This is an optimization exercise on Yosys and OpenROAD, whose aim is small area and a short achievable clock period, not a production implementation. Function was checked by simulation only, so behaviour that the tests miss may differ from the original.

==> v15 <==
## ex_stage
module ex_stage (
	input wire clk,
	input wire reset,
	input wire we,
	output wire [4:0] reg_probe,
	output wire [31:0] data_probe,
	output wire write_probe,
	input wire alu_s,
	input wire alu_t,
	input wire alu_op,
	input wire dst_reg,
	input wire is_link,
	input wire is_jump,
	input wire dst_jump,
	input wire [31:0] pc_jump,
	input wire [31:0] pc_next,
	input wire [31:0] data_s,
	input wire [31:0] data_t,
	input wire [31:0] data_c0,
	input wire [5:0] opcode,
	input wire [5:0] funct,
	input wire [4:0] reg_s,
	input wire [4:0] reg_t,
	input wire [4:0] reg_d,
	input wire is_branch,
	input wire mem_read,
	input wire mem_write,
	input wire mem_type,
	input wire mem_to_reg,
	input wire reg_write,
	input wire [31:0] immediate,
	output reg is_branch_out,
	output reg [31:0] pc_branch,
	output reg is_jump_out,
	output reg [31:0] pc_jump_out,
	output reg alu_zero,
	output reg mem_read_out,
	output reg mem_write_out,
	output reg mem_type_out,
	output reg mem_to_reg_out,
	output reg [31:0] alu_out,
	output reg [31:0] data_t_out,
	output reg [4:0] reg_addr,
	output reg reg_write_out
);
export LEC_CHECK = 0
export ABC_AREA = 1
export CAP_MARGIN = 20
export CORE_MARGIN = 2
export CORE_UTILIZATION = 70
export CTS_CLUSTER_DIAMETER = 50
export CTS_CLUSTER_SIZE = 10
export PLACE_DENSITY = 0.8
export SLEW_MARGIN = 20
create_clock -name core_clock -period 600.0 [get_ports {clk}]
standard.sh (not shown) runs the stock make flow with config.mk's settings and CLKGATE_MAP_FILE= SYNTH_SCRIPT=/design/flow/synth_recipe.tcl, a recipe that flattens the netlist after the stock synthesis.
==> flow/flow/run.sh <==
#!/bin/bash
# Standard ORFS layout (the standard.sh, unchanged synthesis) with two changes:
#  - after synthesis, every combinational cell is swapped to the smallest-area cell of
#    its own family (same function and pins, e.g. nand2_4 -> nand2_1); the placer's
#    repair_design still sizes up what slew or load limits need;
#  - the port buffers that global placement inserts use buf_1 instead of a delay-cell buffer.
set -euo pipefail
W=$PWD
R=$W/orfs/results/$FLOW_PLATFORM/ex_stage/base
bash standard.sh synth > flow_synth.log 2>&1
cat > "$W/downsize_run.tcl" <<EOT
read_db $R/1_synth.odb
source $W/flow/downsize.tcl
downsize_all
write_db $R/1_synth.odb
EOT
openroad -no_init -exit "$W/downsize_run.tcl" > downsize.log 2>&1
bash standard.sh 'BUFFER_PORTS_ARGS=-buffer_cell sky130_fd_sc_hd__buf_1' finish > flow_make.log 2>&1
==> flow/flow/downsize.tcl <==
# Swap every combinational cell to the smallest-area cell of the same family (same function,
# same pins): sky130_fd_sc_hd__<base>_<N> -> the <base>_<M> with least area. Flip-flops stay.
proc downsize_all {} {
  set db [ord::get_db]
  set masters {}
  foreach lib [$db getLibs] {
    foreach m [$lib getMasters] { lappend masters $m }
  }
  array set best {}
  foreach m $masters {
    set n [$m getName]
    if {![regexp {^(sky130_fd_sc_hd__[a-z0-9]+)_([0-9]+)$} $n -> base sz]} { continue }
    set a [expr {[$m getWidth] * [$m getHeight]}]
    if {![info exists best($base)] || $a < [lindex $best($base) 1]} { set best($base) [list $m $a] }
  }
  set n 0
  foreach inst [[ord::get_db_block] getInsts] {
    set m [$inst getMaster]
    set name [$m getName]
    if {![regexp {^(sky130_fd_sc_hd__[a-z0-9]+)_([0-9]+)$} $name -> base sz]} { continue }
    if {[regexp {df|dl|edf|sdf|tap|fill|decap|conb|clkdly|dlygate|dlymetal} $base]} { continue }
    if {![info exists best($base)]} { continue }
    set bm [lindex $best($base) 0]
    if {[$bm getName] ne $name} {
      if {[$inst swapMaster $bm]} { incr n }
    }
  }
  puts "downsize_all: swapped $n instances"
}
==> inputs of v1, as changes to v15 <==
==> flow/flow/run.sh (replaced) <==
#!/bin/bash
# Standard ORFS layout with two changes:
#  - synthesis is the standard flow's own script (synth_recipe.tcl), but ABC maps the logic with
#    flow/abc.script, which gives ABC a delay target so that it recovers area instead
#    of sizing every path for minimum delay;
#  - the port buffers that global placement inserts use buf_1 instead of a delay-cell buffer.
set -euo pipefail
W=$PWD
cat > "$W/flow_synth.tcl" <<EOT
proc abc {args} {
  set i [lsearch -exact \$args -script]
  if {\$i >= 0} { lset args [expr {\$i+1}] {$W/flow/abc.script} }
  yosys abc {*}\$args
}
source {$W/synth_recipe.tcl}
EOT
sed "s#SYNTH_SCRIPT=[^ ]*#SYNTH_SCRIPT=$W/flow_synth.tcl#" standard.sh > standard_abc.sh
grep -q "SYNTH_SCRIPT=$W/flow_synth.tcl" standard_abc.sh
bash standard_abc.sh 'BUFFER_PORTS_ARGS=-buffer_cell sky130_fd_sc_hd__buf_1' finish > flow_make.log 2>&1
==> flow/flow/abc.script (new file) <==
strash
dch
map -D 10000
topo
stime -c
buffer -c
upsize -c -D 10000
dnsize -c -D 10000
CTS_BUF_LIST = sky130_fd_sc_hd__clkbuf_8   (was not set)
removed: flow/flow/downsize.tcl
==> inputs of v38, as changes to v15 <==
CTS_BUF_LIST = sky130_fd_sc_hd__clkbuf_8   (was not set)
GPL_TIMING_DRIVEN = 0   (was not set)
==> run summary <==
Run status: v15 complete, no violations; v38 complete, no violations; v1 complete, no violations
Fraction of final layout cells sized beyond drive strength 1: v15 2.67%; v38 1.87%; v1 4.29%
Clock tree cell share of total cell area: v15 1.51%; v38 0.962%; v1 1.00%
GPL Wtd Cong: v15 1.11; v38 1.24; v1 1.12
Instance count after placement with tap cells included: v15 7376; v38 7521; v1 6031
End point of the worst hold path: v15 alu_zero$_SDFFE_PP0P_; v38 pc_jump_out[4]$_SDFFE_PP0P_; v1 alu_zero$_SDFFE_PP0P_
Non-clock buffering overhead: v15 5.70%; v38 7.18%; v1 6.36%
Number of cells on the worst reg-to-reg path: v15 4; v38 4; v1 2
Global-route wire length before repair: v15 230000 µm; v38 245000 µm; v1 189000 µm
Number of instances in the synthesized netlist: v15 6378; v38 6378; v1 5124
Placeable core region: v15 53800 µm²; v38 53800 µm²; v1 46600 µm²
Clock latency on the worst-skew pair: v15 0.46 ns; v38 0.50 ns; v1 0.54 ns
Number of vias per cell after detailed routing: v15 6.26; v38 6.39; v1 6.25
Vias in the first global route: v15 43400; v38 44700; v1 35400
Initial standard-cell utilization of the core: v15 70.8%; v38 70.8%; v1 71.0%
Met3 WL post-DR: v15 19900 µm; v38 24000 µm; v1 15200 µm
Met3 Use GR: v15 14.8%; v38 23.5%; v1 16.8%
Placement row count: v15 85; v38 85; v1 79
Wire per inst: v15 20.2 µm; v38 21.2 µm; v1 20.3 µm
WP depth: v15 553; v38 538; v1 1148

* * *

==> trial 1 <==
Another version of the RTL of ex_stage (not shown whole).
==> module alu, before the edit <==
module alu(
	input wire op_add, op_sub, op_slt, op_and, op_or, op_xor, op_nor,
	input wire op_sll, op_srl, op_sra, op_lui, op_mov, op_mul, op_div,
	input wire op_beq, op_bne,
	input wire [31:0] s,
	input wire [31:0] t,
	input wire [4:0] shamt,
	output wire zero,
	output wire [31:0] out
);
wire sub = op_sub | op_slt | op_beq | op_bne;
wire [31:0] sum;
wire co;
rca #(32) add(.a(s), .b(t ^ {32{sub}}), .ci(sub), .y(sum), .co(co));
wire lts = (s[31] ^ t[31]) ? s[31] : ~co;
wire eq = ~|sum;
assign zero = (op_beq & eq) | (op_bne & ~eq);
wire shft = op_sll | op_srl | op_sra;
wire neg = op_sra & s[31];
wire [31:0] md_t = shft ? (32'd1 << shamt) : t;
wire [31:0] md_s = s ^ {32{neg}};
wire md_div = op_div | op_srl | op_sra;
wire [31:0] prod, quot;
mdarr md(.s(md_s), .t(md_t), .div(md_div), .prod(prod), .quot(quot));
wire c11 = op_and | op_or | op_mov;
wire c10 = op_or | op_xor | op_mov;
wire c01 = op_or | op_xor;
wire c00 = op_nor;
wire [31:0] lg = (s & t & {32{c11}}) | (s & ~t & {32{c10}}) | (~s & t & {32{c01}}) | (~s & ~t & {32{c00}});
wire sel_q = op_div | op_srl | (op_sra & ~s[31]);
assign out = ({32{op_add | op_sub}} & sum)
           | {31'd0, op_slt & lts}
           | lg
           | ({32{op_lui}} & {t[15:0], 16'h0000})
           | ({32{op_mul | op_sll}} & prod)
           | ({32{sel_q}} & quot)
           | ({32{neg}} & ~quot);
endmodule
==> module ex_stage, before the edit <==
module ex_stage (
	input wire clk,
	input wire reset,
	input wire we,
	output wire [4:0] reg_probe,
	output wire [31:0] data_probe,
	output wire write_probe,
	input wire alu_s,
	input wire alu_t,
	input wire alu_op,
	input wire dst_reg,
	input wire is_link,
	input wire is_jump,
	input wire dst_jump,
	input wire [31:0] pc_jump,
	input wire [31:0] pc_next,
	input wire [31:0] data_s,
	input wire [31:0] data_t,
	input wire [31:0] data_c0,
	input wire [5:0] opcode,
	input wire [5:0] funct,
	input wire [4:0] reg_s,
	input wire [4:0] reg_t,
	input wire [4:0] reg_d,
	input wire is_branch,
	input wire mem_read,
	input wire mem_write,
	input wire mem_type,
	input wire mem_to_reg,
	input wire reg_write,
	input wire [31:0] immediate,
	output reg is_branch_out,
	output reg [31:0] pc_branch,
	output reg is_jump_out,
	output reg [31:0] pc_jump_out,
	output reg alu_zero,
	output reg mem_read_out,
	output reg mem_write_out,
	output reg mem_type_out,
	output reg mem_to_reg_out,
	output reg [31:0] alu_out,
	output reg [31:0] data_t_out,
	output reg [4:0] reg_addr,
	output reg reg_write_out
);
wire aluz;
wire [31:0] alu_result;
wire op_add, op_sub, op_slt, op_and, op_or, op_xor, op_nor;
wire op_sll, op_srl, op_sra, op_lui, op_mov, op_mul, op_div, op_beq, op_bne;
reg [4:0] dst_regid;
reg [4:0] wreg;
reg [31:0] exout;
reg [31:0] data_s_alu;
reg [31:0] data_t_alu;
reg [31:0] expc_branch;
reg [31:0] exdst_jump;
assign reg_probe   = wreg;
assign data_probe  = exout;
assign write_probe = reg_write & ~mem_to_reg;
alucontrol alucontrol(
	.funct(funct), .opcode(opcode), .aluop_in(alu_op),
	.op_add(op_add), .op_sub(op_sub), .op_slt(op_slt), .op_and(op_and),
	.op_or(op_or), .op_xor(op_xor), .op_nor(op_nor), .op_sll(op_sll),
	.op_srl(op_srl), .op_sra(op_sra), .op_lui(op_lui), .op_mov(op_mov),
	.op_mul(op_mul), .op_div(op_div), .op_beq(op_beq), .op_bne(op_bne)
);
alu alu(
	.op_add(op_add), .op_sub(op_sub), .op_slt(op_slt), .op_and(op_and),
	.op_or(op_or), .op_xor(op_xor), .op_nor(op_nor), .op_sll(op_sll),
	.op_srl(op_srl), .op_sra(op_sra), .op_lui(op_lui), .op_mov(op_mov),
	.op_mul(op_mul), .op_div(op_div), .op_beq(op_beq), .op_bne(op_bne),
	.s(data_s_alu),
	.t(data_t_alu),
	.shamt(immediate[10:6]),
	.zero(aluz),
	.out(alu_result)
);
wire [29:0] pcb_hi;
rca #(30) pcadd(.a(pc_next[31:2]), .b(immediate[29:0]), .ci(1'b0), .y(pcb_hi), .co());
always @(*) begin
	expc_branch = {pcb_hi, pc_next[1:0]};
	data_s_alu  = alu_s    ? data_c0   : data_s;
	data_t_alu  = alu_t    ? immediate : data_t;
	exout       = is_link  ? pc_next   : alu_result;
	dst_regid   = dst_reg  ? reg_d     : reg_t;
	wreg        = is_link  ? 5'd31     : dst_regid;
	exdst_jump  = dst_jump ? data_s   : pc_jump;
	end
always @(posedge clk) begin
	if (reset) begin
		is_branch_out  <= 0;
		pc_branch      <= 0;
		alu_zero       <= 0;
		mem_read_out   <= 0;
		mem_write_out  <= 0;
		mem_type_out   <= 0;
		mem_to_reg_out <= 0;
		alu_out        <= 0;
		data_t_out     <= 0;
		reg_addr       <= 0;
		reg_write_out  <= 0;
		is_jump_out    <= 0;
		pc_jump_out    <= 0;
	end else if (we) begin
		is_branch_out  <= is_branch;
		pc_branch      <= expc_branch;
		alu_zero       <= aluz;
		mem_read_out   <= mem_read;
		mem_write_out  <= mem_write;
		mem_type_out   <= mem_type;
		mem_to_reg_out <= mem_to_reg;
		alu_out        <= exout;
		data_t_out     <= data_t;
		reg_addr       <= wreg;
		reg_write_out  <= reg_write;
		is_jump_out    <= is_jump;
		pc_jump_out    <= exdst_jump;
	end
end
endmodule
Settings: LEC_CHECK=0, ABC_AREA=1, CAP_MARGIN=20, CORE_MARGIN=2, CORE_UTILIZATION=50, CTS_CLUSTER_DIAMETER=50, CTS_CLUSTER_SIZE=10, SLEW_MARGIN=20; clock period 600.0 ns.
run.sh (not shown) runs the stock make flow with config.mk's settings and CLKGATE_MAP_FILE= SYNTH_SCRIPT=/design/flow/synth_recipe.tcl, a recipe that flattens the netlist after the stock synthesis.
Stock flow here: none of the scripts above is used.
==> inputs of build 19, as changes to trial 1 <==
--- a/flow/design.v
+++ b/flow/design.v
@@ -2569,6 +2569,8 @@
 	input wire [31:0] s,
 	input wire [31:0] t,
 	input wire [4:0] shamt,
+	input wire link,
+	input wire [31:0] pc_next,
 	output wire zero,
 	output wire [31:0] out
 );
@@ -2580,25 +2582,26 @@
 wire eq = ~|sum;
 assign zero = (op_beq & eq) | (op_bne & ~eq);
 wire shft = op_sll | op_srl | op_sra;
-wire neg = op_sra & s[31];
 wire [31:0] md_t = shft ? (32'd1 << shamt) : t;
-wire [31:0] md_s = s ^ {32{neg}};
 wire md_div = op_div | op_srl | op_sra;
 wire [31:0] prod, quot;
-mdarr md(.s(md_s), .t(md_t), .div(md_div), .prod(prod), .quot(quot));
+mdarr md(.s(s), .t(md_t), .div(md_div), .prod(prod), .quot(quot));
+wire neg = op_sra & s[31];
+wire [31:0] sra_fill = ~(32'hffffffff >> shamt);
 wire c11 = op_and | op_or | op_mov;
 wire c10 = op_or | op_xor | op_mov;
 wire c01 = op_or | op_xor;
 wire c00 = op_nor;
 wire [31:0] lg = (s & t & {32{c11}}) | (s & ~t & {32{c10}}) | (~s & t & {32{c01}}) | (~s & ~t & {32{c00}});
-wire sel_q = op_div | op_srl | (op_sra & ~s[31]);
-assign out = ({32{op_add | op_sub}} & sum)
-           | {31'd0, op_slt & lts}
-           | lg
-           | ({32{op_lui}} & {t[15:0], 16'h0000})
-           | ({32{op_mul | op_sll}} & prod)
-           | ({32{sel_q}} & quot)
-           | ({32{neg}} & ~quot);
+wire nl = ~link;
+assign out = ({32{(op_add | op_sub) & nl}} & sum)
+           | {31'd0, op_slt & nl & lts}
+           | ({32{nl}} & lg)
+           | ({32{op_lui & nl}} & {t[15:0], 16'h0000})
+           | ({32{(op_mul | op_sll) & nl}} & prod)
+           | ({32{md_div & nl}} & quot)
+           | ({32{neg & nl}} & sra_fill)
+           | ({32{link}} & pc_next);
 endmodule
 module ex_stage (
 	input wire clk,
@@ -2674,6 +2677,8 @@
 	.s(data_s_alu),
 	.t(data_t_alu),
 	.shamt(immediate[10:6]),
+	.link(is_link),
+	.pc_next(pc_next),
 	.zero(aluz),
 	.out(alu_result)
 );
@@ -2683,7 +2688,7 @@
 	expc_branch = {pcb_hi, pc_next[1:0]};
 	data_s_alu  = alu_s    ? data_c0   : data_s;
 	data_t_alu  = alu_t    ? immediate : data_t;
-	exout       = is_link  ? pc_next   : alu_result;
+	exout       = alu_result;
 	dst_regid   = dst_reg  ? reg_d     : reg_t;
 	wreg        = is_link  ? 5'd31     : dst_regid;
 	exdst_jump  = dst_jump ? data_s   : pc_jump;
--- a/flow/config.mk
+++ b/flow/config.mk
@@ -8,7 +8,8 @@
 export ABC_AREA = 1
 export CAP_MARGIN = 20
 export CORE_MARGIN = 2
-export CORE_UTILIZATION = 50
+export CORE_UTILIZATION = 70
 export CTS_CLUSTER_DIAMETER = 50
 export CTS_CLUSTER_SIZE = 10
+export PLACE_DENSITY = 0.8
 export SLEW_MARGIN = 20
==> run summary <==
- Non-clock buffer count: build 19 is lower than trial 1 (4).
- Of build 19 and trial 1, build 19 has the higher via count (gap 3.7%, measured against trial 1).
- In flip-flop and latch count, trial 1 and build 19 do not differ.
- In trial 1 the hold slack is lower than in build 19, by 0.016 ns.
- Between trial 1 and build 19, the lower sequential share of layout area is in trial 1 (gap 0.13 points).
- In clock skew, trial 1 and build 19 do not differ.
==> figures <==
quantity                                                                      build 19                   trial 1
Final Util                                                                       78.6%                     56.9%
Synthesized net count                                                             6379                      6548
Number of multi-input logic gates                                                 4489                      4581
Cells after synthesis                                                             5486                      5655
Worst setup path endpoint                                               data_probe[12]            data_probe[13]
Via count of the first global-routing pass                                       37455                     35646
Met1 Usage GRT                                                                   54.4%                     44.5%
Total number of vias                                                             39398                     37987
Data arrival time of the worst path                                          235.13 ns                 231.83 ns
Fmax                                                                          2.82 MHz                  2.84 MHz
XOR/XNOR Fraction of Synth Area                                                  7.74%                     8.22%
Buffer count excluding the clock tree in the final layout                          490                       494
Hold slack final                                                              0.487 ns                  0.471 ns
Met3 routing resource usage after global routing                                 11.0%                     5.07%
Master of the slowest instance on the critical path           sky130_fd_sc_hd__o21ai_4  sky130_fd_sc_hd__o21ai_0
Total non-filler cell area in the finished layout                           43000 um^2                43900 um^2
Status                                                                  finished clean            finished clean
Vias per std cell                                                                 6.06                      5.42
Maximum number of pins on one net before global-route repair                       102                       129

[separate check: timing with driven ports]
The flow's constraints put no driver on any port. The routed layouts listed below were extracted and timed again, unchanged, in two steps.
Step 1, drivers: a clkbuf_16 drives clk and a buf_2 each remaining input, both assumed.
Step 2, shift: input delay + t, output delay - t, t = (earliest + latest rising clock arrival at the registers) / 2. This alone moves slack from input paths to output paths.
Three values: ideal, step 1, step 2; two values: the first two.
run | shift t [ns] | setup slack, ns | hold slack, ns
v15 | 0.502 | 263.216 / 263.190 / 263.190 | 0.471 / 0.471 / 0.471
v1 | 0.611 | 234.935 / 234.866 / 234.865 | 0.491 / 0.491 / 0.491
v38 | 0.553 | 256.715 / 256.694 / 256.694 | 0.489 / 0.489 / 0.489
trial 1 | 0.517 | 248.170 / 248.138 / 248.138 | 0.471 / 0.471 / 0.471
build 19 | 0.538 | 244.867 / 244.843 / 244.843 | 0.487 / 0.487 / 0.487
After both steps setup and hold are still met in every run listed. The setup slack of v1, which loses most, moves by -0.069 ns with the drivers and by -0.070 ns with both steps.
